What follows belongs to an exercise in optimizing a design on an open flow for small area and a short achievable clock period; a production flow would make more cautious choices. No functional check of the RTL was part of any run shown here. Power figures rest on the tool's default switching activity, not on a simulated workload.

[design.v]
`timescale 1ns/1ns
module axis_Gauss_1x5 (
  input  logic       s_axis_aclk,
  input  logic       s_axis_arstn,
  input  logic [7:0] s_axis_tdata,
  input  logic       s_axis_tvalid,
  input  logic       s_axis_tlast,
  output logic [7:0] m_axis_tdata,
  output logic       m_axis_tvalid,
  output logic       m_axis_tlast
);
logic [7:0]  d1, d2, d3, d4;
logic        v1, v2, l1, l2;
logic [13:0] cnt;
logic [9:0] b;
always_ff @(posedge s_axis_aclk) begin
  d1 <= s_axis_tdata;
  d2 <= d1;
  d3 <= d2;
  d4 <= d3;
  v1 <= s_axis_tvalid;
  v2 <= v1;
  l1 <= s_axis_tlast;
  l2 <= l1;
  b <= bnext;
end
wire [14:0] cc;
wire [13:0] cs;
wire cc_lo;
assign cc[0] = s_axis_tvalid;
gha cnt_ha0 (.a(cnt[0]), .b(cc[0]), .s(cs[0]), .co(cc[1]));
gha cnt_ha1 (.a(cnt[1]), .b(cc[1]), .s(cs[1]), .co(cc[2]));
gha cnt_ha2 (.a(cnt[2]), .b(cc[2]), .s(cs[2]), .co(cc[3]));
gha cnt_ha3 (.a(cnt[3]), .b(cc[3]), .s(cs[3]), .co(cc[4]));
gha cnt_ha4 (.a(cnt[4]), .b(cc[4]), .s(cs[4]), .co(cc[5]));
gha cnt_ha5 (.a(cnt[5]), .b(cc[5]), .s(cs[5]), .co(cc[6]));
gha cnt_ha6 (.a(cnt[6]), .b(cc[6]), .s(cs[6]), .co(cc_lo));
gha cnt_ha7 (.a(cnt[7]), .b(cc[7]), .s(cs[7]), .co(cc[8]));
gha cnt_ha8 (.a(cnt[8]), .b(cc[8]), .s(cs[8]), .co(cc[9]));
gha cnt_ha9 (.a(cnt[9]), .b(cc[9]), .s(cs[9]), .co(cc[10]));
gha cnt_ha10 (.a(cnt[10]), .b(cc[10]), .s(cs[10]), .co(cc[11]));
gha cnt_ha11 (.a(cnt[11]), .b(cc[11]), .s(cs[11]), .co(cc[12]));
gha cnt_ha12 (.a(cnt[12]), .b(cc[12]), .s(cs[12]), .co(cc[13]));
gha cnt_ha13 (.a(cnt[13]), .b(cc[13]), .s(cs[13]), .co(cc[14]));
assign cc[7] = s_axis_tvalid & (&cnt[6:0]);
always_ff @(posedge s_axis_aclk) begin
  if (!s_axis_arstn || s_axis_tlast)
    cnt <= '0;
  else
    cnt <= cs;
end
wire edge_pt = (cnt[13:1] == 13'd1);
wire [7:0] x0 = s_axis_tdata;
wire h1_s, h1_c;
gha h1 (.a(d1[0]), .b(d2[1]), .s(h1_s), .co(h1_c));
wire f2_s, f2_c;
gfa f2 (.a(d1[1]), .b(d2[2]), .c(h1_c), .s(f2_s), .co(f2_c));
wire f3_s, f3_c;
gfa f3 (.a(d1[2]), .b(d2[3]), .c(f2_c), .s(f3_s), .co(f3_c));
wire f4_s, f4_c;
gfa f4 (.a(d1[3]), .b(d2[4]), .c(x0[4]), .s(f4_s), .co(f4_c));
wire f5_s, f5_c;
gfa f5 (.a(d1[4]), .b(d2[5]), .c(x0[5]), .s(f5_s), .co(f5_c));
wire f6_s, f6_c;
gfa f6 (.a(d1[5]), .b(d2[6]), .c(x0[6]), .s(f6_s), .co(f6_c));
wire f7_s, f7_c;
gfa f7 (.a(d1[6]), .b(d2[7]), .c(x0[7]), .s(f7_s), .co(f7_c));
wire h8_s, h8_c;
gha h8 (.a(d2[0]), .b(x0[0]), .s(h8_s), .co(h8_c));
wire h9_s, h9_c;
gha h9 (.a(h1_s), .b(x0[1]), .s(h9_s), .co(h9_c));
wire h10_s, h10_c;
gha h10 (.a(f2_s), .b(x0[2]), .s(h10_s), .co(h10_c));
wire h11_s, h11_c;
gha h11 (.a(x0[3]), .b(f3_s), .s(h11_s), .co(h11_c));
wire h12_s, h12_c;
gha h12 (.a(f3_c), .b(f4_s), .s(h12_s), .co(h12_c));
wire h13_s, h13_c;
gha h13 (.a(f4_c), .b(f5_s), .s(h13_s), .co(h13_c));
wire h14_s, h14_c;
gha h14 (.a(f5_c), .b(f6_s), .s(h14_s), .co(h14_c));
wire h15_s, h15_c;
gha h15 (.a(f6_c), .b(f7_s), .s(h15_s), .co(h15_c));
wire h16_s, h16_c;
gha h16 (.a(d1[7]), .b(f7_c), .s(h16_s), .co(h16_c));
wire q17_x;
g_ao21 q17 (.a(h9_c), .b(h9_s), .c(h8_c), .x(q17_x));
wire q18_x;
g_and2 q18 (.a(h9_s), .b(h8_s), .x(q18_x));
wire q19_x;
g_ao21 q19 (.a(h11_c), .b(h11_s), .c(h10_c), .x(q19_x));
wire q20_x;
g_and2 q20 (.a(h11_s), .b(h10_s), .x(q20_x));
wire q21_x;
g_ao21 q21 (.a(h13_c), .b(h13_s), .c(h12_c), .x(q21_x));
wire q22_x;
g_and2 q22 (.a(h13_s), .b(h12_s), .x(q22_x));
wire q23_x;
g_ao21 q23 (.a(h15_c), .b(h15_s), .c(h14_c), .x(q23_x));
wire q24_x;
g_and2 q24 (.a(h15_s), .b(h14_s), .x(q24_x));
wire q25_x;
g_ao21 q25 (.a(h10_c), .b(h10_s), .c(q17_x), .x(q25_x));
wire q26_x;
g_and2 q26 (.a(h10_s), .b(q18_x), .x(q26_x));
wire q27_x;
g_ao21 q27 (.a(q19_x), .b(q20_x), .c(q17_x), .x(q27_x));
wire q28_x;
g_and2 q28 (.a(q20_x), .b(q18_x), .x(q28_x));
wire q29_x;
g_ao21 q29 (.a(h14_c), .b(h14_s), .c(q21_x), .x(q29_x));
wire q30_x;
g_and2 q30 (.a(h14_s), .b(q22_x), .x(q30_x));
wire q31_x;
g_ao21 q31 (.a(q23_x), .b(q24_x), .c(q21_x), .x(q31_x));
wire q32_x;
g_and2 q32 (.a(q24_x), .b(q22_x), .x(q32_x));
wire q33_x;
g_ao21 q33 (.a(h12_c), .b(h12_s), .c(q27_x), .x(q33_x));
wire q34_x;
g_and2 q34 (.a(h12_s), .b(q28_x), .x(q34_x));
wire q35_x;
g_ao21 q35 (.a(q21_x), .b(q22_x), .c(q27_x), .x(q35_x));
wire q36_x;
g_and2 q36 (.a(q22_x), .b(q28_x), .x(q36_x));
wire q37_x;
g_ao21 q37 (.a(q29_x), .b(q30_x), .c(q27_x), .x(q37_x));
wire q38_x;
g_and2 q38 (.a(q30_x), .b(q28_x), .x(q38_x));
wire q39_x;
g_ao21 q39 (.a(q31_x), .b(q32_x), .c(q27_x), .x(q39_x));
wire q40_x;
g_and2 q40 (.a(q32_x), .b(q28_x), .x(q40_x));
wire q41_x;
g_ao21 q41 (.a(h16_c), .b(h16_s), .c(q39_x), .x(q41_x));
wire q42_x;
g_and2 q42 (.a(h16_s), .b(q40_x), .x(q42_x));
wire q43_x;
g_xor2 q43 (.a(h9_s), .b(h8_c), .x(q43_x));
wire q44_x;
g_xor2 q44 (.a(h10_s), .b(q17_x), .x(q44_x));
wire q45_x;
g_xor2 q45 (.a(h11_s), .b(q25_x), .x(q45_x));
wire q46_x;
g_xor2 q46 (.a(h12_s), .b(q27_x), .x(q46_x));
wire q47_x;
g_xor2 q47 (.a(h13_s), .b(q33_x), .x(q47_x));
wire q48_x;
g_xor2 q48 (.a(h14_s), .b(q35_x), .x(q48_x));
wire q49_x;
g_xor2 q49 (.a(h15_s), .b(q37_x), .x(q49_x));
wire q50_x;
g_xor2 q50 (.a(h16_s), .b(q39_x), .x(q50_x));
wire q51_x;
g_xor2 q51 (.a(1'b0), .b(q41_x), .x(q51_x));
wire [9:0] bnext = {q51_x, q50_x, q49_x, q48_x, q47_x, q46_x, q45_x, q44_x, q43_x, h8_s};
wire h52_s, h52_c;
gha h52 (.a(d4[1]), .b(d2[0]), .s(h52_s), .co(h52_c));
wire f53_s, f53_c;
gfa f53 (.a(d4[2]), .b(d2[1]), .c(d2[0]), .s(f53_s), .co(f53_c));
wire i54 = ~d4[0];
wire f55_s, f55_c;
gfa f55 (.a(i54), .b(h52_c), .c(f53_s), .s(f55_s), .co(f55_c));
wire h56_s, h56_c;
gha h56 (.a(x0[2]), .b(f55_s), .s(h56_s), .co(h56_c));
wire i57 = ~d2[2];
wire f58_s, f58_c;
gfa f58 (.a(d4[3]), .b(d4[1]), .c(i57), .s(f58_s), .co(f58_c));
wire i59 = ~f58_s;
wire f60_s, f60_c;
gfa f60 (.a(d2[1]), .b(f53_c), .c(i59), .s(f60_s), .co(f60_c));
wire i61 = ~x0[1];
wire f62_s, f62_c;
gfa f62 (.a(f55_c), .b(x0[3]), .c(i61), .s(f62_s), .co(f62_c));
wire h63_s, h63_c;
gha h63 (.a(f60_s), .b(h56_c), .s(h63_s), .co(h63_c));
wire f64_s, f64_c;
gfa f64 (.a(b[0]), .b(d4[4]), .c(d2[3]), .s(f64_s), .co(f64_c));
wire i65 = ~d4[2];
wire f66_s, f66_c;
gfa f66 (.a(i65), .b(d2[2]), .c(d4[3]), .s(f66_s), .co(f66_c));
wire i67 = ~f58_c;
wire f68_s, f68_c;
gfa f68 (.a(i67), .b(f64_s), .c(f66_s), .s(f68_s), .co(f68_c));
wire i69 = ~x0[2];
wire f70_s, f70_c;
gfa f70 (.a(x0[4]), .b(i69), .c(f60_c), .s(f70_s), .co(f70_c));
wire f71_s, f71_c;
gfa f71 (.a(f68_s), .b(h63_c), .c(f62_c), .s(f71_s), .co(f71_c));
wire f72_s, f72_c;
gfa f72 (.a(b[1]), .b(d4[3]), .c(b[0]), .s(f72_s), .co(f72_c));
wire f73_s, f73_c;
gfa f73 (.a(d4[5]), .b(d4[0]), .c(d2[4]), .s(f73_s), .co(f73_c));
wire f74_s, f74_c;
gfa f74 (.a(d2[3]), .b(f64_c), .c(f66_c), .s(f74_s), .co(f74_c));
wire i75 = ~f72_s;
wire f76_s, f76_c;
gfa f76 (.a(i75), .b(f73_s), .c(x0[5]), .s(f76_s), .co(f76_c));
wire f77_s, f77_c;
gfa f77 (.a(x0[0]), .b(f74_s), .c(f68_c), .s(f77_s), .co(f77_c));
wire i78 = ~x0[3];
wire f79_s, f79_c;
gfa f79 (.a(i78), .b(f70_c), .c(f76_s), .s(f79_s), .co(f79_c));
wire h80_s, h80_c;
gha h80 (.a(f77_s), .b(f71_c), .s(h80_s), .co(h80_c));
wire f81_s, f81_c;
gfa f81 (.a(d4[6]), .b(d4[1]), .c(d2[5]), .s(f81_s), .co(f81_c));
wire i82 = ~d2[4];
wire f83_s, f83_c;
gfa f83 (.a(b[2]), .b(d4[4]), .c(i82), .s(f83_s), .co(f83_c));
wire i84 = ~f72_c;
wire f85_s, f85_c;
gfa f85 (.a(i84), .b(f73_c), .c(f81_s), .s(f85_s), .co(f85_c));
wire i86 = ~f83_s;
wire f87_s, f87_c;
gfa f87 (.a(i86), .b(f74_c), .c(x0[6]), .s(f87_s), .co(f87_c));
wire i88 = ~x0[4];
wire f89_s, f89_c;
gfa f89 (.a(i88), .b(x0[1]), .c(f85_s), .s(f89_s), .co(f89_c));
wire f90_s, f90_c;
gfa f90 (.a(f76_c), .b(f77_c), .c(f87_s), .s(f90_s), .co(f90_c));
wire f91_s, f91_c;
gfa f91 (.a(f89_s), .b(f79_c), .c(f90_s), .s(f91_s), .co(f91_c));
wire f92_s, f92_c;
gfa f92 (.a(d4[7]), .b(d4[2]), .c(d2[6]), .s(f92_s), .co(f92_c));
wire i93 = ~d2[5];
wire f94_s, f94_c;
gfa f94 (.a(b[3]), .b(d4[5]), .c(i93), .s(f94_s), .co(f94_c));
wire i95 = ~f83_c;
wire f96_s, f96_c;
gfa f96 (.a(f81_c), .b(i95), .c(f92_s), .s(f96_s), .co(f96_c));
wire i97 = ~f94_s;
wire f98_s, f98_c;
gfa f98 (.a(i97), .b(f85_c), .c(x0[7]), .s(f98_s), .co(f98_c));
wire i99 = ~x0[5];
wire f100_s, f100_c;
gfa f100 (.a(i99), .b(x0[2]), .c(f96_s), .s(f100_s), .co(f100_c));
wire f101_s, f101_c;
gfa f101 (.a(f87_c), .b(f89_c), .c(f98_s), .s(f101_s), .co(f101_c));
wire f102_s, f102_c;
gfa f102 (.a(f100_s), .b(f90_c), .c(f101_s), .s(f102_s), .co(f102_c));
wire f103_s, f103_c;
gfa f103 (.a(b[0]), .b(d4[3]), .c(d2[7]), .s(f103_s), .co(f103_c));
wire i104 = ~d2[6];
wire f105_s, f105_c;
gfa f105 (.a(b[4]), .b(d4[6]), .c(i104), .s(f105_s), .co(f105_c));
wire i106 = ~f94_c;
wire f107_s, f107_c;
gfa f107 (.a(f92_c), .b(i106), .c(f103_s), .s(f107_s), .co(f107_c));
wire i108 = ~f96_c;
wire f109_s, f109_c;
gfa f109 (.a(f105_s), .b(i108), .c(x0[6]), .s(f109_s), .co(f109_c));
wire f110_s, f110_c;
gfa f110 (.a(x0[3]), .b(f107_s), .c(f98_c), .s(f110_s), .co(f110_c));
wire i111 = ~f109_s;
wire f112_s, f112_c;
gfa f112 (.a(f100_c), .b(i111), .c(f101_c), .s(f112_s), .co(f112_c));
wire h113_s, h113_c;
gha h113 (.a(f110_s), .b(f102_c), .s(h113_s), .co(h113_c));
wire f114_s, f114_c;
gfa f114 (.a(b[1]), .b(d4[4]), .c(d2[7]), .s(f114_s), .co(f114_c));
wire i115 = ~f103_c;
wire f116_s, f116_c;
gfa f116 (.a(b[5]), .b(d4[7]), .c(i115), .s(f116_s), .co(f116_c));
wire i117 = ~f105_c;
wire f118_s, f118_c;
gfa f118 (.a(i117), .b(f114_s), .c(f107_c), .s(f118_s), .co(f118_c));
wire f119_s, f119_c;
gfa f119 (.a(x0[7]), .b(i88), .c(f116_s), .s(f119_s), .co(f119_c));
wire i120 = ~f118_s;
wire f121_s, f121_c;
gfa f121 (.a(f109_c), .b(i120), .c(f119_s), .s(f121_s), .co(f121_c));
wire i122 = ~f121_s;
wire f123_s, f123_c;
gfa f123 (.a(f110_c), .b(i122), .c(f112_c), .s(f123_s), .co(f123_c));
wire i124 = ~b[6];
wire f125_s, f125_c;
gfa f125 (.a(i124), .b(b[2]), .c(d4[5]), .s(f125_s), .co(f125_c));
wire i126 = ~f116_c;
wire f127_s, f127_c;
gfa f127 (.a(f114_c), .b(f125_s), .c(i126), .s(f127_s), .co(f127_c));
wire i128 = ~f119_c;
wire f129_s, f129_c;
gfa f129 (.a(x0[5]), .b(f118_c), .c(i128), .s(f129_s), .co(f129_c));
wire i130 = ~f121_c;
wire f131_s, f131_c;
gfa f131 (.a(f127_s), .b(i130), .c(f129_s), .s(f131_s), .co(f131_c));
wire f132_s, f132_c;
gfa f132 (.a(b[7]), .b(b[3]), .c(d4[6]), .s(f132_s), .co(f132_c));
wire f133_s, f133_c;
gfa f133 (.a(f125_c), .b(f132_s), .c(x0[6]), .s(f133_s), .co(f133_c));
wire f134_s, f134_c;
gfa f134 (.a(f127_c), .b(f133_s), .c(f129_c), .s(f134_s), .co(f134_c));
wire f135_s, f135_c;
gfa f135 (.a(b[8]), .b(b[4]), .c(d4[7]), .s(f135_s), .co(f135_c));
wire i136 = ~b[7];
wire f137_s, f137_c;
gfa f137 (.a(i136), .b(f132_c), .c(f135_s), .s(f137_s), .co(f137_c));
wire f138_s, f138_c;
gfa f138 (.a(x0[7]), .b(f137_s), .c(f133_c), .s(f138_s), .co(f138_c));
wire i139 = ~b[8];
wire f140_s, f140_c;
gfa f140 (.a(b[9]), .b(b[5]), .c(i139), .s(f140_s), .co(f140_c));
wire f141_s, f141_c;
gfa f141 (.a(f135_c), .b(f140_s), .c(f137_c), .s(f141_s), .co(f141_c));
wire i142 = ~b[9];
wire f143_s, f143_c;
gfa f143 (.a(b[6]), .b(i142), .c(f140_c), .s(f143_s), .co(f143_c));
wire i144 = ~x0[0];
wire q145_x;
g_and2 q145 (.a(d4[0]), .b(x0[0]), .x(q145_x));
wire q146_x;
g_or2 q146 (.a(d4[0]), .b(x0[0]), .x(q146_x));
wire q147_x;
g_and2 q147 (.a(h52_s), .b(x0[1]), .x(q147_x));
wire q148_x;
g_or2 q148 (.a(h52_s), .b(x0[1]), .x(q148_x));
wire q149_x;
g_and2 q149 (.a(i144), .b(h56_s), .x(q149_x));
wire q150_x;
g_or2 q150 (.a(i144), .b(h56_s), .x(q150_x));
wire q151_x;
g_and2 q151 (.a(h63_s), .b(f62_s), .x(q151_x));
wire q152_x;
g_or2 q152 (.a(h63_s), .b(f62_s), .x(q152_x));
wire q153_x;
g_and2 q153 (.a(f70_s), .b(f71_s), .x(q153_x));
wire q154_x;
g_or2 q154 (.a(f70_s), .b(f71_s), .x(q154_x));
wire q155_x;
g_and2 q155 (.a(f79_s), .b(h80_s), .x(q155_x));
wire q156_x;
g_or2 q156 (.a(f79_s), .b(h80_s), .x(q156_x));
wire q157_x;
g_and2 q157 (.a(h80_c), .b(f91_s), .x(q157_x));
wire q158_x;
g_or2 q158 (.a(h80_c), .b(f91_s), .x(q158_x));
wire q159_x;
g_ao21 q159 (.a(q147_x), .b(q148_x), .c(q145_x), .x(q159_x));
wire q160_x;
g_ao21 q160 (.a(q149_x), .b(q150_x), .c(q159_x), .x(q160_x));
wire q161_x;
g_ao21 q161 (.a(q151_x), .b(q152_x), .c(q160_x), .x(q161_x));
wire q162_x;
g_ao21 q162 (.a(q153_x), .b(q154_x), .c(q161_x), .x(q162_x));
wire q163_x;
g_ao21 q163 (.a(q155_x), .b(q156_x), .c(q162_x), .x(q163_x));
wire q164_x;
g_ao21 q164 (.a(q157_x), .b(q158_x), .c(q163_x), .x(q164_x));
wire h165_s, h165_c;
gha h165 (.a(f141_s), .b(f138_c), .s(h165_s), .co(h165_c));
wire h166_s, h166_c;
gha h166 (.a(f143_s), .b(f141_c), .s(h166_s), .co(h166_c));
wire h167_s, h167_c;
gha h167 (.a(i136), .b(f143_c), .s(h167_s), .co(h167_c));
wire h168_s, h168_c;
gha h168 (.a(i139), .b(b[7]), .s(h168_s), .co(h168_c));
wire h169_s, h169_c;
gha h169 (.a(i142), .b(b[8]), .s(h169_s), .co(h169_c));
wire q170_x;
g_ao21 q170 (.a(h166_c), .b(h166_s), .c(h165_c), .x(q170_x));
wire q171_x;
g_and2 q171 (.a(h166_s), .b(h165_s), .x(q171_x));
wire q172_x;
g_ao21 q172 (.a(h168_c), .b(h168_s), .c(h167_c), .x(q172_x));
wire q173_x;
g_and2 q173 (.a(h168_s), .b(h167_s), .x(q173_x));
wire q174_x;
g_ao21 q174 (.a(h167_c), .b(h167_s), .c(q170_x), .x(q174_x));
wire q175_x;
g_and2 q175 (.a(h167_s), .b(q171_x), .x(q175_x));
wire q176_x;
g_ao21 q176 (.a(q172_x), .b(q173_x), .c(q170_x), .x(q176_x));
wire q177_x;
g_and2 q177 (.a(q173_x), .b(q171_x), .x(q177_x));
wire q178_x;
g_ao21 q178 (.a(h169_c), .b(h169_s), .c(q176_x), .x(q178_x));
wire q179_x;
g_and2 q179 (.a(h169_s), .b(q177_x), .x(q179_x));
wire q180_x;
g_xor2 q180 (.a(h166_s), .b(h165_c), .x(q180_x));
wire q181_x;
g_xor2 q181 (.a(h167_s), .b(q170_x), .x(q181_x));
wire q182_x;
g_xor2 q182 (.a(h168_s), .b(q174_x), .x(q182_x));
wire q183_x;
g_xor2 q183 (.a(h169_s), .b(q176_x), .x(q183_x));
wire q184_x;
g_or2 q184 (.a(f91_c), .b(f102_s), .x(q184_x));
wire q185_x;
g_and2 q185 (.a(f91_c), .b(f102_s), .x(q185_x));
wire q186_x;
g_or2 q186 (.a(f112_s), .b(h113_s), .x(q186_x));
wire q187_x;
g_and2 q187 (.a(f112_s), .b(h113_s), .x(q187_x));
wire q188_x;
g_or2 q188 (.a(h113_c), .b(f123_s), .x(q188_x));
wire q189_x;
g_and2 q189 (.a(h113_c), .b(f123_s), .x(q189_x));
wire h190_s, h190_c;
gha h190 (.a(f131_s), .b(f123_c), .s(h190_s), .co(h190_c));
wire h191_s, h191_c;
gha h191 (.a(f131_c), .b(f134_s), .s(h191_s), .co(h191_c));
wire h192_s, h192_c;
gha h192 (.a(f138_s), .b(f134_c), .s(h192_s), .co(h192_c));
wire [10:0] ua = {q183_x, q182_x, q181_x, q180_x, h165_s, h192_s, h191_s, h190_s, q188_x, q186_x, q184_x};
wire [10:0] ub = {1'b0, 1'b0, 1'b0, 1'b0, 1'b0, h192_c, h191_c, h190_c, q189_x, q187_x, q185_x};
wire uc = q164_x;
logic [10:0] oa, ob;
logic oc;
logic       ept;
always_ff @(posedge s_axis_aclk) begin
  oa <= ua;
  ob <= ub;
  oc <= uc;
  ept <= edge_pt;
  m_axis_tvalid <= v2;
  m_axis_tlast  <= l2 & ~edge_pt;
end
assign m_axis_tdata = {(ept ? d3[7] : oa[10]) ^ (~ept & (1'b0 | oa[9] & 1'b0 | oa[9] & oa[8] & 1'b0 | oa[9] & oa[8] & oa[7] & 1'b0 | oa[9] & oa[8] & oa[7] & oa[6] & ob[5] | oa[9] & oa[8] & oa[7] & oa[6] & oa[5] & ob[4] | oa[9] & oa[8] & oa[7] & oa[6] & oa[5] & oa[4] & ob[3] | oa[9] & oa[8] & oa[7] & oa[6] & oa[5] & oa[4] & oa[3] & ob[2] | oa[9] & oa[8] & oa[7] & oa[6] & oa[5] & oa[4] & oa[3] & oa[2] & ob[1] | oa[9] & oa[8] & oa[7] & oa[6] & oa[5] & oa[4] & oa[3] & oa[2] & oa[1] & ob[0] | oa[9] & oa[8] & oa[7] & oa[6] & oa[5] & oa[4] & oa[3] & oa[2] & oa[1] & oa[0] & oc)), (ept ? d3[6] : oa[9]) ^ (~ept & (1'b0 | oa[8] & 1'b0 | oa[8] & oa[7] & 1'b0 | oa[8] & oa[7] & oa[6] & ob[5] | oa[8] & oa[7] & oa[6] & oa[5] & ob[4] | oa[8] & oa[7] & oa[6] & oa[5] & oa[4] & ob[3] | oa[8] & oa[7] & oa[6] & oa[5] & oa[4] & oa[3] & ob[2] | oa[8] & oa[7] & oa[6] & oa[5] & oa[4] & oa[3] & oa[2] & ob[1] | oa[8] & oa[7] & oa[6] & oa[5] & oa[4] & oa[3] & oa[2] & oa[1] & ob[0] | oa[8] & oa[7] & oa[6] & oa[5] & oa[4] & oa[3] & oa[2] & oa[1] & oa[0] & oc)), (ept ? d3[5] : oa[8]) ^ (~ept & (1'b0 | oa[7] & 1'b0 | oa[7] & oa[6] & ob[5] | oa[7] & oa[6] & oa[5] & ob[4] | oa[7] & oa[6] & oa[5] & oa[4] & ob[3] | oa[7] & oa[6] & oa[5] & oa[4] & oa[3] & ob[2] | oa[7] & oa[6] & oa[5] & oa[4] & oa[3] & oa[2] & ob[1] | oa[7] & oa[6] & oa[5] & oa[4] & oa[3] & oa[2] & oa[1] & ob[0] | oa[7] & oa[6] & oa[5] & oa[4] & oa[3] & oa[2] & oa[1] & oa[0] & oc)), (ept ? d3[4] : oa[7]) ^ (~ept & (1'b0 | oa[6] & ob[5] | oa[6] & oa[5] & ob[4] | oa[6] & oa[5] & oa[4] & ob[3] | oa[6] & oa[5] & oa[4] & oa[3] & ob[2] | oa[6] & oa[5] & oa[4] & oa[3] & oa[2] & ob[1] | oa[6] & oa[5] & oa[4] & oa[3] & oa[2] & oa[1] & ob[0] | oa[6] & oa[5] & oa[4] & oa[3] & oa[2] & oa[1] & oa[0] & oc)), (ept ? d3[3] : oa[6]) ^ (~ept & (ob[5] | oa[5] & ob[4] | oa[5] & oa[4] & ob[3] | oa[5] & oa[4] & oa[3] & ob[2] | oa[5] & oa[4] & oa[3] & oa[2] & ob[1] | oa[5] & oa[4] & oa[3] & oa[2] & oa[1] & ob[0] | oa[5] & oa[4] & oa[3] & oa[2] & oa[1] & oa[0] & oc)), (ept ? d3[2] : oa[5]) ^ (~ept & (ob[4] | oa[4] & ob[3] | oa[4] & oa[3] & ob[2] | oa[4] & oa[3] & oa[2] & ob[1] | oa[4] & oa[3] & oa[2] & oa[1] & ob[0] | oa[4] & oa[3] & oa[2] & oa[1] & oa[0] & oc)), (ept ? d3[1] : oa[4]) ^ (~ept & (ob[3] | oa[3] & ob[2] | oa[3] & oa[2] & ob[1] | oa[3] & oa[2] & oa[1] & ob[0] | oa[3] & oa[2] & oa[1] & oa[0] & oc)), (ept ? d3[0] : oa[3]) ^ (~ept & (ob[2] | oa[2] & ob[1] | oa[2] & oa[1] & ob[0] | oa[2] & oa[1] & oa[0] & oc))};
endmodule
module g_or2 (
  input  logic a,
  input  logic b,
  output logic x
);
assign x = a | b;
endmodule
module g_and2 (
  input  logic a,
  input  logic b,
  output logic x
);
assign x = a & b;
endmodule
module g_xor2 (
  input  logic a,
  input  logic b,
  output logic x
);
assign x = a ^ b;
endmodule
module g_ao21 (
  input  logic a,
  input  logic b,
  input  logic c,
  output logic x
);
assign x = a | (b & c);
endmodule
module gha (
  input  logic a,
  input  logic b,
  output logic s,
  output logic co
);
assign s  = a ^ b;
assign co = a & b;
endmodule
module gfa (
  input  logic a,
  input  logic b,
  input  logic c,
  output logic s,
  output logic co
);
assign s  = a ^ b ^ c;
assign co = (a & b) | (a & c) | (b & c);
endmodule
[flow/run.sh]
#!/bin/bash
# Layout flow: the standard flow, with plain buffers on the ports and a clock
# tree of small buffers without dummy loads.
export BUFFER_PORTS_ARGS="-buffer_cell sky130_fd_sc_hd__buf_2"
export CTS_ARGS="-sink_clustering_enable -repair_clock_nets -dont_use_dummy_load -buf_list \"sky130_fd_sc_hd__clkbuf_4 sky130_fd_sc_hd__clkbuf_8\""
bash standard.sh > standard.log 2>&1
[standard.sh]
#!/bin/bash
# synth_recipe.tcl (not shown) runs the flow's synth.tcl, then flattens the netlist and writes it again
# the make line also repeats each setting of config.mk as NAME=value (left out here)
make -C /OpenROAD-flow-scripts/flow DESIGN_CONFIG=/design/flow/config.mk WORK_HOME=/design/flow/orfs CLKGATE_MAP_FILE= SYNTH_SCRIPT=/design/flow/synth_recipe.tcl "${@:-finish}"
[config.mk]
export PLATFORM = sky130hd
export DESIGN_NAME = axis_Gauss_1x5
export DESIGN_NICKNAME = axis_Gauss_1x5
export VERILOG_FILES = /design/flow/design.v
export SDC_FILE = /design/flow/constraint.sdc
export NUM_CORES = 4
export LEC_CHECK = 0
export CAP_MARGIN = 20
export CORE_MARGIN = 2
export CORE_UTILIZATION = 40
export SETUP_SLACK_MARGIN = 4.6
export SLEW_MARGIN = 20
export SYNTH_HIERARCHICAL = 1
export SYNTH_MINIMUM_KEEP_SIZE = 0
[constraint.sdc]
create_clock -name core_clock -period 8.0 [get_ports {s_axis_aclk}]
set_input_delay 1.6000 -clock core_clock [delete_from_list [all_inputs] [get_ports {s_axis_aclk}]]
set_output_delay 1.6000 -clock core_clock [all_outputs]
set_load 0.01 [all_outputs]
==> results_dict.tcl, run 1 <==
set metrics [dict create \
    clk_latency_ns 0.35 \
    synth.mux.area_fraction_pct 0 \
    post-synth-top-count-cell "dfxtp_1" \
    worstSetupPathType "reg -> out" \
    skew_ns 0.0198 \
    cts.path.max_buffers 2 \
    via_count 2348 \
    peakVddDrop_mv 0.170 \
    post_dp_cell_area_um2 4580 \
    clockPowerShare_pct 13.2 \
    placementRows 37 \
    gp_congestion 0.860 \
    worstPathArrival_ns 1.83 \
    syn_nets 451 \
    grt_overflow 0 \
    r2r_cells 7 \
    yosys.area.top_type "dfxtp_1" \
    synthFlopType "dfxtp_1" \
    synth_edf_count 0 \
    dr_wl_met2_um 3670 \
    wl_um 7320 \
    dp_hpwl_um 6090 \
    drc 0 \
    dieWidth_um 108 \
    outcome "finished clean" \
    cts_tree "yes" \
    critPathCaptureType "output pin" \
    synthArstFlopShare_pct 0 \
    synth_area_um2 4300 \
    synthAdderAreaFrac_pct 39.2 \
    dieArea_um2 11600 \
    tns_ns 0 \
    port_buffers 21 \
    hold_viol 0 \
    synthToLayoutAreaGrowth_pct 11.5 \
    sw_frac_of_total_pct 37.7 \
    core_um2 10400 \
    synth.distinct_cells 30 \
    grt_pass1_wl_um 12800 \
    grt_pass1_vias 2677 \
    met1Wirelength_um 3270 \
    cts.clk_slew.worst_paths_ns 0.10 \
    max_freq_ghz 0.291 \
    synth-simple-area-share_pct 9.05 \
    synth_compound_gate_area_share_pct 7.42 \
    leakage_uw 0.00227 \
    maxCapViolCount 0 \
    grt_usage_pct 14.7 \
    seqPwrFrac_pct 33.1 \
    synthXorXnorAreaFrac_pct 3.46 \
    startpoint_type "flop" \
    period_minus_slack_ns 3.43 \
    worstHoldPathCells 0 \
    cp.required_ns 6.40 \
    stdcell_area_um2 4790 \
    top_layer "met4" \
    pwr-share-comb_pct 53.7 \
    postSynthCellCount 341 \
    powerDensity_nw_per_um2 360 \
    via_per_inst 4.61 \
    io_pins 22 \
    htreeDepth 3 \
    die_y_um 108 \
    start_util_pct 41.4 \
    grt_max_degree 17 \
    post_drt_wl_per_cell_um 14.4 \
    critPathMaxFanout 3 \
    firstDrtPassIters 4 \
    diodes 0 \
    synth.top_cell.area_share_pct 37.7 \
    rsz0062_at_grt "yes" \
    synth.area.top_cells "dfxtp_1 (38%), fa_1 (28%), ha_1 (11%), a21o_1 (4.5%), and2_1 (4.4%)" \
    drtAntennaViolNets 0 \
    p_int_uw 1070 \
    wl_met3_um 181 \
    setup_violations 0 \
    drt_iter0_markers 54 \
    synthTopCellsByCount "dfxtp_1 (81), fa_1 (61), ha_1 (37)" \
    worst_slew_pin_slew_ns 0.722 \
    drive_above_1_share_pct 14.7 \
    antenna_found_initial 0 \
    hold_class "reg -> reg" \
    nNetsFinal 485 \
    fin_crit_sh_pct 42.9 \
    root_buffer "clkbuf_8" \
    drv_slew 0 \
    ys_warn_count 7 \
    synth_top_family_by_area "adder cells" \
    p_sw_uw 650 \
    maxSlewHeadroom_pct 51.8 \
    syn_avg_cell_area_um2 12.6 \
    cts_buffers 9 \
    ys_seq_area_share_pct 37.7 \
    cts_sinks 81 \
    ys_ff_latch 81 \
]
## sequential cells by signal (all words and copies together) (netlist names), 6 cells and up
| signal | count |
|---|---|
| ob | 6 |
| oa | 11 |
| d4 | 8 |
| cnt | 14 |
| d1 | 8 |
| b | 10 |
| d2 | 8 |
| d3 | 8 |
## cell families (layout without fill, tap and decap cells)
| logic type | after synthesis | in the layout |
|---|---|---|
| buffers and inverters | 35 | 67 |
| adders and majority gates | 98 | 98 |
| xor gates and xnor gates | 17 | 17 |
| DFF | 81 | 81 |
| and+or+nand+nor | 66 | 66 |
| AOI/OAI and AO/OA | 43 | 43 |
| other | 1 | 1 |
## metal layers
metal  track usage, %  vias up
li1                 -     1158
met1             18.0     1152
met2             24.6       24
met3             3.75       14
met4             6.68        0
met5                0        -
## power by group through the flow
stage / clock [uW] / combinational [uW] / sequential, uW
floorplan: 0 / 694 / 557
global placement: 0 / 894 / 577
detailed placement: 0 / 904 / 577
CTS: 236 / 936 / 574
global route: 253 / 1100 / 583
finish: 228 / 925 / 571
## final timing paths
path,start,endpoint,slack [ns]
min reg2reg,v2$_DFF_P_,m_axis_tvalid$_DFF_P_,0.34
max,ob[1]$_DFF_P_,m_axis_tdata[1],4.57
min,v2$_DFF_P_,m_axis_tvalid$_DFF_P_,0.34
max reg2reg,d4[1]$_DFF_P_,oa[2]$_DFF_P_,4.72
## modules after synthesis (local to each module, per instance)
module,copies in the design,cells
g_and2,16,1
axis_Gauss_1x5,1,182
g_ao21,23,1
gha,37,1
gfa,61,1
g_or2,9,1
g_xor2,13,1
## area by class of cell
| class | instances | area (um2) |
|---|---|---|
| sequential | 81 | 1630 |
| multi-input combinational | 225 | 2610 |
| clock buffer | 9 | 124 |
| fill | 971 | 5580 |
| timing repair buffer | 25 | 135 |
| inverter | 33 | 124 |
| tap | 136 | 170 |
## critical path, stage by stage (launching register included)
cell,delay [ns]
dfxtp_2,0.32
a21o_1,0.20
a21oi_4,0.21
a21boi_2,0.09
buf_4,0.15
o31ai_1,0.32
buf_2,0.20
## through the flow
| stage | std cells | setup WS [ns] | hold slack [ns] | utilization [%] | power [uW] |
|---|---|---|---|---|---|
| after floorplan | 341 | 4.52 | 0.310 | - | 1250 |
| after global placement | 496 | 4.30 | 0.311 | 44.1 | 1470 |
| after detailed placement | 496 | 4.28 | 0.312 | 44.1 | 1480 |
| after CTS | 507 | 4.56 | 0.336 | 45.9 | 1750 |
| after global routing | 509 | 4.47 | 0.346 | 46.2 | 1940 |
| final | 509 | 4.57 | 0.336 | 46.2 | 1720 |
## placed cells by master, fill, tap and decap left out, drive strengths merged
cell / netlist / routed
dfxtp: 81 / 81
fa: 61 / 61
ha: 37 / 37
inv: 33 / 33
and2: 30 / 30
a21o: 26 / 26
buf: 0 / 25
xor2: 17 / 17
nand2: 10 / 10
or2: 9 / 9
clkbuf: 2 / 9
o21ai: 6 / 6
a21oi: 4 / 4
nor2: 3 / 3
nor2b: 3 / 3
nand4: 3 / 3
nand3: 2 / 2
nor3: 2 / 2
nor4: 2 / 2
o31ai: 2 / 2
or4: 1 / 1
a21boi: 1 / 1
o21a: 1 / 1
o41ai: 1 / 1
or3: 1 / 1
o211ai: 1 / 1
o2111ai: 1 / 1
conb: 1 / 1
## repair_timing
| item | 4_1_cts | 5_1_grt |
|---|---|---|
| pin swaps | 9 | 8 |
| setup endpoints to repair | 9 | 11 |
| cloned | 0 | 0 |
| buffers inserted | 2 | 2 |
| gates resized for setup | 9 | 5 |
| hold buffers | 0 | 0 |
==> inputs of run 2 (changes only) <==
--- a/design.v
+++ b/design.v
@@ -309,102 +309,112 @@
 wire i144 = ~x0[0];
 wire q145_x;
-g_and2 q145 (.a(d4[0]), .b(x0[0]), .x(q145_x));
+g_nand2 q145 (.a(d4[0]), .b(x0[0]), .x(q145_x));
 wire q146_x;
-g_or2 q146 (.a(d4[0]), .b(x0[0]), .x(q146_x));
+g_nor2 q146 (.a(d4[0]), .b(x0[0]), .x(q146_x));
 wire q147_x;
-g_and2 q147 (.a(h52_s), .b(x0[1]), .x(q147_x));
+g_nand2 q147 (.a(h52_s), .b(x0[1]), .x(q147_x));
 wire q148_x;
-g_or2 q148 (.a(h52_s), .b(x0[1]), .x(q148_x));
+g_nor2 q148 (.a(h52_s), .b(x0[1]), .x(q148_x));
 wire q149_x;
-g_and2 q149 (.a(i144), .b(h56_s), .x(q149_x));
+g_nand2 q149 (.a(i144), .b(h56_s), .x(q149_x));
 wire q150_x;
-g_or2 q150 (.a(i144), .b(h56_s), .x(q150_x));
+g_nor2 q150 (.a(i144), .b(h56_s), .x(q150_x));
 wire q151_x;
-g_and2 q151 (.a(h63_s), .b(f62_s), .x(q151_x));
+g_nand2 q151 (.a(h63_s), .b(f62_s), .x(q151_x));
 wire q152_x;
-g_or2 q152 (.a(h63_s), .b(f62_s), .x(q152_x));
+g_nor2 q152 (.a(h63_s), .b(f62_s), .x(q152_x));
 wire q153_x;
-g_and2 q153 (.a(f70_s), .b(f71_s), .x(q153_x));
+g_nand2 q153 (.a(f70_s), .b(f71_s), .x(q153_x));
 wire q154_x;
-g_or2 q154 (.a(f70_s), .b(f71_s), .x(q154_x));
+g_nor2 q154 (.a(f70_s), .b(f71_s), .x(q154_x));
 wire q155_x;
-g_and2 q155 (.a(f79_s), .b(h80_s), .x(q155_x));
+g_nand2 q155 (.a(f79_s), .b(h80_s), .x(q155_x));
 wire q156_x;
-g_or2 q156 (.a(f79_s), .b(h80_s), .x(q156_x));
+g_nor2 q156 (.a(f79_s), .b(h80_s), .x(q156_x));
 wire q157_x;
-g_and2 q157 (.a(h80_c), .b(f91_s), .x(q157_x));
+g_nand2 q157 (.a(h80_c), .b(f91_s), .x(q157_x));
 wire q158_x;
-g_or2 q158 (.a(h80_c), .b(f91_s), .x(q158_x));
+g_nor2 q158 (.a(h80_c), .b(f91_s), .x(q158_x));
 wire q159_x;
-g_ao21 q159 (.a(q147_x), .b(q148_x), .c(q145_x), .x(q159_x));
+g_oai21 q159 (.a(q148_x), .b(q145_x), .c(q147_x), .x(q159_x));
 wire q160_x;
-g_ao21 q160 (.a(q149_x), .b(q150_x), .c(q159_x), .x(q160_x));
+g_inv q160 (.a(q159_x), .x(q160_x));
 wire q161_x;
-g_ao21 q161 (.a(q151_x), .b(q152_x), .c(q160_x), .x(q161_x));
+g_oai21 q161 (.a(q150_x), .b(q160_x), .c(q149_x), .x(q161_x));
 wire q162_x;
-g_ao21 q162 (.a(q153_x), .b(q154_x), .c(q161_x), .x(q162_x));
+g_inv q162 (.a(q161_x), .x(q162_x));
 wire q163_x;
-g_ao21 q163 (.a(q155_x), .b(q156_x), .c(q162_x), .x(q163_x));
+g_oai21 q163 (.a(q152_x), .b(q162_x), .c(q151_x), .x(q163_x));
 wire q164_x;
-g_ao21 q164 (.a(q157_x), .b(q158_x), .c(q163_x), .x(q164_x));
-wire h165_s, h165_c;
-gha h165 (.a(f141_s), .b(f138_c), .s(h165_s), .co(h165_c));
-wire h166_s, h166_c;
-gha h166 (.a(f143_s), .b(f141_c), .s(h166_s), .co(h166_c));
-wire h167_s, h167_c;
-gha h167 (.a(i136), .b(f143_c), .s(h167_s), .co(h167_c));
-wire h168_s, h168_c;
-gha h168 (.a(i139), .b(b[7]), .s(h168_s), .co(h168_c));
-wire h169_s, h169_c;
-gha h169 (.a(i142), .b(b[8]), .s(h169_s), .co(h169_c));
-wire q170_x;
-g_ao21 q170 (.a(h166_c), .b(h166_s), .c(h165_c), .x(q170_x));
-wire q171_x;
-g_and2 q171 (.a(h166_s), .b(h165_s), .x(q171_x));
-wire q172_x;
-g_ao21 q172 (.a(h168_c), .b(h168_s), .c(h167_c), .x(q172_x));
-wire q173_x;
-g_and2 q173 (.a(h168_s), .b(h167_s), .x(q173_x));
-wire q174_x;
-g_ao21 q174 (.a(h167_c), .b(h167_s), .c(q170_x), .x(q174_x));
+g_inv q164 (.a(q163_x), .x(q164_x));
+wire q165_x;
+g_oai21 q165 (.a(q154_x), .b(q164_x), .c(q153_x), .x(q165_x));
+wire q166_x;
+g_inv q166 (.a(q165_x), .x(q166_x));
+wire q167_x;
+g_oai21 q167 (.a(q156_x), .b(q166_x), .c(q155_x), .x(q167_x));
+wire q168_x;
+g_inv q168 (.a(q167_x), .x(q168_x));
+wire q169_x;
+g_oai21 q169 (.a(q158_x), .b(q168_x), .c(q157_x), .x(q169_x));
+wire h170_s, h170_c;
+gha h170 (.a(f141_s), .b(f138_c), .s(h170_s), .co(h170_c));
+wire h171_s, h171_c;
+gha h171 (.a(f143_s), .b(f141_c), .s(h171_s), .co(h171_c));
+wire h172_s, h172_c;
+gha h172 (.a(i136), .b(f143_c), .s(h172_s), .co(h172_c));
+wire h173_s, h173_c;
+gha h173 (.a(i139), .b(b[7]), .s(h173_s), .co(h173_c));
+wire h174_s, h174_c;
+gha h174 (.a(i142), .b(b[8]), .s(h174_s), .co(h174_c));
 wire q175_x;
-g_and2 q175 (.a(h167_s), .b(q171_x), .x(q175_x));
+g_ao21 q175 (.a(h171_c), .b(h171_s), .c(h170_c), .x(q175_x));
 wire q176_x;
-g_ao21 q176 (.a(q172_x), .b(q173_x), .c(q170_x), .x(q176_x));
+g_and2 q176 (.a(h171_s), .b(h170_s), .x(q176_x));
 wire q177_x;
-g_and2 q177 (.a(q173_x), .b(q171_x), .x(q177_x));
+g_ao21 q177 (.a(h173_c), .b(h173_s), .c(h172_c), .x(q177_x));
 wire q178_x;
-g_ao21 q178 (.a(h169_c), .b(h169_s), .c(q176_x), .x(q178_x));
+g_and2 q178 (.a(h173_s), .b(h172_s), .x(q178_x));
 wire q179_x;
-g_and2 q179 (.a(h169_s), .b(q177_x), .x(q179_x));
+g_ao21 q179 (.a(h172_c), .b(h172_s), .c(q175_x), .x(q179_x));
 wire q180_x;
-g_xor2 q180 (.a(h166_s), .b(h165_c), .x(q180_x));
+g_and2 q180 (.a(h172_s), .b(q176_x), .x(q180_x));
 wire q181_x;
-g_xor2 q181 (.a(h167_s), .b(q170_x), .x(q181_x));
+g_ao21 q181 (.a(q177_x), .b(q178_x), .c(q175_x), .x(q181_x));
 wire q182_x;
-g_xor2 q182 (.a(h168_s), .b(q174_x), .x(q182_x));
+g_and2 q182 (.a(q178_x), .b(q176_x), .x(q182_x));
 wire q183_x;
-g_xor2 q183 (.a(h169_s), .b(q176_x), .x(q183_x));
+g_ao21 q183 (.a(h174_c), .b(h174_s), .c(q181_x), .x(q183_x));
 wire q184_x;
-g_or2 q184 (.a(f91_c), .b(f102_s), .x(q184_x));
+g_and2 q184 (.a(h174_s), .b(q182_x), .x(q184_x));
 wire q185_x;
-g_and2 q185 (.a(f91_c), .b(f102_s), .x(q185_x));
+g_xor2 q185 (.a(h171_s), .b(h170_c), .x(q185_x));
 wire q186_x;
-g_or2 q186 (.a(f112_s), .b(h113_s), .x(q186_x));
+g_xor2 q186 (.a(h172_s), .b(q175_x), .x(q186_x));
 wire q187_x;
-g_and2 q187 (.a(f112_s), .b(h113_s), .x(q187_x));
+g_xor2 q187 (.a(h173_s), .b(q179_x), .x(q187_x));
 wire q188_x;
-g_or2 q188 (.a(h113_c), .b(f123_s), .x(q188_x));
+g_xor2 q188 (.a(h174_s), .b(q181_x), .x(q188_x));
 wire q189_x;
-g_and2 q189 (.a(h113_c), .b(f123_s), .x(q189_x));
-wire h190_s, h190_c;
-gha h190 (.a(f131_s), .b(f123_c), .s(h190_s), .co(h190_c));
-wire h191_s, h191_c;
-gha h191 (.a(f131_c), .b(f134_s), .s(h191_s), .co(h191_c));
-wire h192_s, h192_c;
-gha h192 (.a(f138_s), .b(f134_c), .s(h192_s), .co(h192_c));
-wire [10:0] ua = {q183_x, q182_x, q181_x, q180_x, h165_s, h192_s, h191_s, h190_s, q188_x, q186_x, q184_x};
-wire [10:0] ub = {1'b0, 1'b0, 1'b0, 1'b0, 1'b0, h192_c, h191_c, h190_c, q189_x, q187_x, q185_x};
-wire uc = q164_x;
+g_or2 q189 (.a(f91_c), .b(f102_s), .x(q189_x));
+wire q190_x;
+g_and2 q190 (.a(f91_c), .b(f102_s), .x(q190_x));
+wire q191_x;
+g_or2 q191 (.a(f112_s), .b(h113_s), .x(q191_x));
+wire q192_x;
+g_and2 q192 (.a(f112_s), .b(h113_s), .x(q192_x));
+wire q193_x;
+g_or2 q193 (.a(h113_c), .b(f123_s), .x(q193_x));
+wire q194_x;
+g_and2 q194 (.a(h113_c), .b(f123_s), .x(q194_x));
+wire h195_s, h195_c;
+gha h195 (.a(f131_s), .b(f123_c), .s(h195_s), .co(h195_c));
+wire h196_s, h196_c;
+gha h196 (.a(f131_c), .b(f134_s), .s(h196_s), .co(h196_c));
+wire h197_s, h197_c;
+gha h197 (.a(f138_s), .b(f134_c), .s(h197_s), .co(h197_c));
+wire [10:0] ua = {q188_x, q187_x, q186_x, q185_x, h170_s, h197_s, h196_s, h195_s, q193_x, q191_x, q189_x};
+wire [10:0] ub = {1'b0, 1'b0, 1'b0, 1'b0, 1'b0, h197_c, h196_c, h195_c, q194_x, q192_x, q190_x};
+wire uc = q169_x;
 logic [10:0] oa, ob;
 logic oc;
@@ -427,4 +437,32 @@
 assign x = a | b;
 endmodule
+module g_inv (
+  input  logic a,
+  output logic x
+);
+assign x = ~a;
+endmodule
+module g_nand2 (
+  input  logic a,
+  input  logic b,
+  output logic x
+);
+assign x = ~(a & b);
+endmodule
+module g_nor2 (
+  input  logic a,
+  input  logic b,
+  output logic x
+);
+assign x = ~(a | b);
+endmodule
+module g_oai21 (
+  input  logic a,
+  input  logic b,
+  input  logic c,
+  output logic x
+);
+assign x = ~((a | b) & c);
+endmodule
 module g_and2 (
   input  logic a,
==> results_dict.tcl, run 2 <==
set metrics [dict create \
    dp_cells 501 \
    grt_usage_pct 15.0 \
    ys_ff_latch 81 \
    gp_congestion 0.822 \
    htreeDepth 3 \
    startpoint_type "flop" \
    syn_avg_cell_area_um2 12.3 \
    nNetsFinal 488 \
    cts_sinks 81 \
    worst_slew_pin_slew_ns 0.702 \
    post_drt_wl_per_cell_um 14.0 \
    ys_warn_count 7 \
    ys_seq_area_share_pct 38.0 \
    layout.cells.non_filler 512 \
    drive_above_1_share_pct 14.1 \
    io_pins 22 \
    grt_pass1_vias 2604 \
    outcome "finished clean" \
    tns_ns 0 \
    synth_edf_count 0 \
    maxSlewHeadroom_pct 53.1 \
    syn_nets 456 \
    diodes 0 \
    placementRows 37 \
    period_minus_slack_ns 3.43 \
    antenna_found_initial 0 \
    hold_viol 0 \
    drtAntennaViolNets 0 \
    fin_crit_sh_pct 42.8 \
    worstSetupPathType "reg -> out" \
    synth.top_cell.area_share_pct 38.0 \
    top_regs "cnt: 14 flops, oa: 11 flops, b: 10 flops" \
    drc 0 \
    postSynthCellCount 346 \
    wl_um 7170 \
    cts_buffers 9 \
    maxCapViolCount 0 \
    ctsHoldBuffers 0 \
    clk_latency_ns 0.35 \
    peakVddDrop_mv 0.206 \
    via_per_inst 4.61 \
    synthToLayoutAreaGrowth_pct 11.2 \
    dieWidth_um 107 \
    synthFlopType "dfxtp_1" \
    drt_iter0_markers 58 \
    hold_class "reg -> reg" \
    critPathMaxFanout 3 \
    final_common_cell "dfxtp_1" \
    drv_slew 0 \
    dieArea_um2 11500 \
    die_y_um 107 \
    setup_violations 0 \
    via_count 2362 \
    cp.required_ns 6.40 \
    synth.distinct_cells 30 \
    root_buffer "clkbuf_8" \
    rsz0062_at_grt "yes" \
    grt_pass1_wl_um 12800 \
    grt_max_degree 17 \
    leakage_uw 0.00225 \
    cts.clk_slew.worst_paths_ns 0.10 \
    synthTopCellsByCount "dfxtp_1 (81), fa_1 (61), inv_1 (38)" \
    largest_reg_flops 14 \
    post-synth-top-count-cell "dfxtp_1" \
    top_register "cnt" \
    layout_common_cells "dfxtp_1 (78), fa_1 (56), inv_1 (37), ha_1 (37), and2_1 (23)" \
    yosys.area.top_type "dfxtp_1" \
    powerDensity_nw_per_um2 362 \
    max_freq_ghz 0.292 \
    cts_tree "yes" \
    skew_ns 0.0199 \
    start_util_pct 41.4 \
    dp_hpwl_um 6010 \
    port_buffers 21 \
    grt_overflow 0 \
    synthArstFlopShare_pct 0 \
    cts.path.max_buffers 2 \
    synth_area_um2 4270 \
    critPathCaptureType "output pin" \
    worstPathArrival_ns 1.83 \
    firstDrtPassIters 4 \
    synth.area.top_cells "dfxtp_1 (38%), fa_1 (29%), ha_1 (11%), a21o_1 (3.5%), xor2_1 (3.5%)" \
    core_um2 10300 \
]
-- run 2: cell types whose count changed after synthesis, sizes merged --
| cell | delta |
|---|---|
| a21o | -6 |
| nor2 | +6 |
| and2 | -7 |
| nand2 | +7 |
| inv | +5 |
| o21ai | +6 |
| or2 | -6 |
-- run 2: power breakdown --
group | total, uW | leakage (uW) | switching (uW) | internal, uW
Clock | 226 | 0.0000647 | 126 | 100
Sequential | 575 | 0.000677 | 73.1 | 502
Combinational | 915 | 0.00151 | 459 | 456
-- run 2: critical path, cell delays in order (launching register included) --
cell      delay [ns]
dfxtp_2         0.34
a21o_1          0.18
a21oi_4         0.19
a21boi_2        0.09
buf_4           0.14
o31ai_1         0.33
buf_2           0.20
-- run 2: worst paths after layout --
check                     to  slack (ns)          start  depth (start not counted)
min               l2$_DFF_P_        0.34     l1$_DFF_P_                          0
max          m_axis_tdata[1]        4.57  oa[2]$_DFF_P_                          6
min reg2reg       l2$_DFF_P_        0.34     l1$_DFF_P_                          0
max reg2reg    oa[2]$_DFF_P_        4.74  d4[1]$_DFF_P_                          7
-- run 2: what timing repair did --
item                       CTS  global route
setup buffers                1             1
setup endpoints to repair    5            10
pin swaps                   10             7
resized for setup            6             8
-- run 2: cells by family (layout without fill, tap and decap cells) --
logic type	Yosys count	in the layout	synth area share, %
adder cells (fa/ha/maj)	98	98	39.4
flip-flops	81	81	38.0
AND/OR/NAND/NOR	66	66	8.35
AO/OA/AOI/OAI	43	43	7.12
buffers and inverters	40	70	3.52
XOR/XNOR	17	17	3.49
other	1	1	0.0878
-- run 2: layout make-up --
class / instances / area (um2)
timing repair buffer: 23 / 123
fill: 939 / 5580
inverter: 38 / 143
tap: 136 / 170
multi-input combinational: 225 / 2560
clock buffer: 9 / 124
sequential: 81 / 1630
-- run 2: modules after synthesis (local to each module, per instance), a selection --
module,cells inside,times used,flops+latches,area (um2)
gha,1,37,0,12.5
g_xor2,1,13,0,8.76
g_nor2,1,6,0,3.75
g_inv,1,5,0,3.75
g_and2,1,9,0,6.26
gfa,1,61,0,20.0
axis_Gauss_1x5,182,1,81,2170
g_ao21,1,17,0,7.51
g_oai21,1,6,0,5.00
g_nand2,1,7,0,3.75
-- run 2: metrics by stage --
step | setup slack [ns] | area, um2 | hold WS (ns) | total power, uW | util [%]
2_1_floorplan | 4.52 | 4280 | 0.310 | 1250 | -
3_3_place_gp | 4.28 | 4550 | 0.311 | 1460 | 44.1
3_5_place_dp | 4.26 | 4550 | 0.318 | 1480 | 44.1
4_1_cts | 4.51 | 4720 | 0.342 | 1740 | 45.7
5_1_grt | 4.47 | 4750 | 0.354 | 1940 | 46.0
6_report | 4.57 | 4750 | 0.339 | 1720 | 46.0
-- run 2: per-layer routing --
layer	part of all wire [%]	wire length, um	global-route usage [%]	up-vias
met5	0	0	0	-
met4	3.4	241	8.07	0
met3	2.6	189	3.09	21
met2	50	3570	24.6	28
met1	44	3170	18.5	1148
li1	-	-	-	1165

[what the ideal ports hide]
The results above use ideal ports. As a check the final layouts listed here were re-extracted and re-timed, cells and wires unchanged. Step 1 assumes that a clkbuf_16 drives the clock port and a buf_2 every other input. Step 2 adds t to the input delays and takes it off the output delays; t is the mean of the earliest and latest rising clock arrival at the registers after step 1. Input paths then give back, and output paths get back, about the clock's delay inside the block. Three values: ideal, step 1, step 2; two values: the first two.
| run | shift t [ns] | setup slack, ns | worst setup path after step 2 | worst data-port slew with drivers (ns) |
|---|---|---|---|---|
| run 1 | 0.380 | 4.566 / 4.534 / 4.272 | input to register | 0.03 |
| run 2 | 0.380 | 4.573 / 4.542 / 4.299 | input to register | 0.03 |
After both steps every run listed still meets setup and hold. For run 1, which loses most, drivers alone change the setup slack by -0.032 ns; drivers and shift together by -0.294 ns.
